Context: an optimization exercise on an open-source flow, tuned for small area and few clock cycles. The choices shown serve that exercise and are no tape-out recipe. Function was checked by simulation only, so behaviour that the tests miss may differ from the original. Power is estimated from default activity; no workload was simulated.

== v6 ==
// risc_v_core
module risc_v_core (
    input  logic        clk,
    input  logic        rst_n,
    output logic        imem_req,
    output logic [31:0] imem_addr,
    input  logic [31:0] imem_rdata,
    input  logic        imem_ready,
    input  logic        imem_err,
    output logic        dmem_req,
    output logic        dmem_we,
    output logic [3:0]  dmem_be,
    output logic [31:0] dmem_addr,
    output logic [31:0] dmem_wdata,
    input  logic [31:0] dmem_rdata,
    input  logic        dmem_ready,
    input  logic        dmem_err,
    input  logic        fetch_enable,
    input  logic [31:0] irq,
    input  logic        debug_req,
    output logic        core_sleep,
    input  logic        scan_mode,
    input  logic        scan_en,
    input  logic        scan_in,
    output logic        scan_out
);
==> flow/config.mk <==
export PLATFORM = sky130hd
export DESIGN_NAME = risc_v_core
export DESIGN_NICKNAME = risc_v_core
export VERILOG_FILES = /design/flow/design.v
export SDC_FILE = /design/flow/constraint.sdc
export NUM_CORES = 4
export LEC_CHECK = 0
export CAP_MARGIN = 10
export CORE_MARGIN = 2
export CORE_UTILIZATION = 55
export CTS_BUF_LIST = sky130_fd_sc_hd__clkbuf_8 sky130_fd_sc_hd__clkbuf_16
export CTS_CLUSTER_DIAMETER = 80
export CTS_CLUSTER_SIZE = 25
export PLACE_DENSITY = 0.7
export SLEW_MARGIN = 10
export SYNTH_HIERARCHICAL = 1
export SYNTH_MINIMUM_KEEP_SIZE = 0
==> flow/constraint.sdc <==
create_clock -name core_clock -period 13.0 [get_ports {clk}]
set_input_delay 2.6000 -clock core_clock [delete_from_list [all_inputs] [get_ports {clk}]]
set_output_delay 2.6000 -clock core_clock [all_outputs]
set_load 0.01 [all_outputs]
standard.sh (not shown) runs the stock make flow with config.mk's settings and CLKGATE_MAP_FILE= SYNTH_SCRIPT=/design/flow/synth_recipe.tcl, a recipe that flattens the netlist after the stock synthesis.
==> flow/flow/run.sh <==
#!/bin/bash
# Standard layout, with every port buffered by a small buffer cell instead of the
# default pick. Each tool's output goes to its own log file here.
set -euo pipefail
export BUFFER_PORTS_ARGS="-buffer_cell sky130_fd_sc_hd__buf_1"
bash standard.sh > standard_flow.log 2>&1
Testbench counts of v6, summed over its fixed seeds: cycles 8,987.
> inputs changed (v6 -> v7)
==> flow/flow/run.sh <==
#!/bin/bash
# Standard layout with two changes: every port is buffered by a small buffer
# cell (instead of the default pick), and clock tree synthesis inserts no dummy
# loads; after global routing, gates on paths with positive slack are
# downsized (ORFS RECOVER_POWER). Each tool's output goes to its own log file here.
set -euo pipefail
export BUFFER_PORTS_ARGS="-buffer_cell sky130_fd_sc_hd__buf_1"
export CTS_ARGS="-sink_clustering_enable -repair_clock_nets -dont_use_dummy_load -sink_clustering_size 25 -sink_clustering_max_diameter 80 -buf_list {sky130_fd_sc_hd__clkbuf_8 sky130_fd_sc_hd__clkbuf_16}"
export RECOVER_POWER=100
bash standard.sh > standard_flow.log 2>&1
## What came out
- For wire length of the first global-routing pass, v6 and v7 come out practically identical.
- Taking v6 as the reference point, the number of clock buffer instances in the layout of v7 falls by 6.8%.
- Every stage of v7 finished as expected; the final checks, on the other hand, flagged max-capacitance violations, max-slew violations, which means the layout fails.
- For v6, the slowest cell on the critical path was sky130_fd_sc_hd__and3_2, unlike v7, where it was sky130_fd_sc_hd__and3_1.
- On total wirelength of the detailed-routed design, v7 and v6 are basically level.
- Between v7 and v6, the worst setup slack is lower for v7.

risc_v_core again, from the RTL that the note above started with.
clock: 13.0 ns
lec_check: 0
cap_margin: 10
core_margin: 2
core_utilization: 55
cts_buf_list: sky130_fd_sc_hd__clkbuf_8 sky130_fd_sc_hd__clkbuf_16
cts_cluster_diameter: 80
cts_cluster_size: 25
place_density: 0.8
slew_margin: 10
synth_hierarchical: 1
synth_minimum_keep_size: 0
==> flow/flow/run.sh <==
#!/bin/bash
# Standard layout with two changes: every port is buffered by a small buffer
# cell (instead of the default pick), and clock tree synthesis inserts no dummy
# loads. Each tool's output goes to its own log file here.
set -euo pipefail
export BUFFER_PORTS_ARGS="-buffer_cell sky130_fd_sc_hd__buf_1"
export CTS_ARGS="-sink_clustering_enable -repair_clock_nets -dont_use_dummy_load -sink_clustering_size 25 -sink_clustering_max_diameter 80 -buf_list {sky130_fd_sc_hd__clkbuf_8 sky130_fd_sc_hd__clkbuf_16}"
bash standard.sh > standard_flow.log 2>&1
Testbench counts at the start, summed over its fixed seeds: cycles 8,987.
Then changed:
PLACE_DENSITY = 0.7   (was 0.8)
=> Final area hardly moves. Power came out higher slightly. Global-route usage came out higher by 0.81 points. Via count came out lower slightly. Wire length came out higher slightly. Worst setup slack improved by 0.24 ns. Non-clock buffer count came out lower by 20. First-iteration DRC count came out lower by roughly a tenth. Area after synthesis does not change.
Then changed:
==> flow/flow/run.sh (replaced) <==
#!/bin/bash
# Standard layout, with every port buffered by a small buffer cell instead of the
# default pick. Each tool's output goes to its own log file here.
set -euo pipefail
export BUFFER_PORTS_ARGS="-buffer_cell sky130_fd_sc_hd__buf_1"
bash standard.sh > standard_flow.log 2>&1
CAP_MARGIN = 20   (was 10)
CORE_UTILIZATION = 50   (was 55)
PLACE_DENSITY = 0.65   (was 0.7)
SLEW_MARGIN = 20   (was 10)
What happened:
- setup slack is worse by 0.33 ns
- clock skew fell by 0.043 ns
- wire length climbs by 3.2%
- die area increases by about 10%
- sequential power is about the same
Then changed:
--- a/flow/flow/run.sh
+++ b/flow/flow/run.sh
@@ -5 +5 @@
-export BUFFER_PORTS_ARGS="-buffer_cell sky130_fd_sc_hd__buf_1"
+export BUFFER_PORTS_ARGS="-buffer_cell sky130_fd_sc_hd__buf_2"
CTS_CLUSTER_SIZE = 30   (was 25)
- The changed run completed without violations
- maximum frequency is higher by about 2%
- via count shrinks by 0.94%
- worst setup slack improves by 0.25 ns
- clock skew went down by 0.014 ns
- total power is higher by about 1.4%
- design area grows by about 0.6%
- synthesized area is unchanged

-- what the ideal ports hide --
How much do the figures lean on ideal ports? The routed layouts below were timed once more, with nothing changed but the port constraints.
Step 1 sets driving cells, clkbuf_16 on the clock port and buf_2 on the other inputs (assumed; they add their load-dependent delay and slew).
Step 2 adds t to the input delays and takes it off the output delays; t is the mean of the earliest and latest rising clock arrival at the registers after step 1. Input paths then give back, and output paths get back, about the clock's delay inside the block.
Three values: no drivers, after step 1, after step 2; two values: the first two.
| run | t (ns) | slack for setup (ns) | hold WS [ns] |
|---|---|---|---|
| v6 | 0.762 | 1.082 / 1.047 / 0.372 | 0.489 / 0.489 / 0.489 |
| v7 | 0.738 | 0.355 / 0.230 / -0.336 | 0.487 / 0.487 / 0.487 |
| the first run of note 2 | 0.764 | 0.766 / 0.814 / 0.050 | 0.484 / 0.484 / 0.484 |
| the second run of note 2 | 0.736 | 1.008 / 1.016 / 0.281 | 0.485 / 0.485 / 0.485 |
| the third run of note 2 | 0.800 | 0.681 / 0.625 / -0.175 | 0.486 / 0.486 / 0.486 |
| the fourth run of note 2 | 0.782 | 0.933 / 0.960 / 0.178 | 0.490 / 0.490 / 0.490 |
The setup slack of the third run of note 2, which loses most, moves by -0.056 ns with the drivers and by -0.856 ns with both steps.
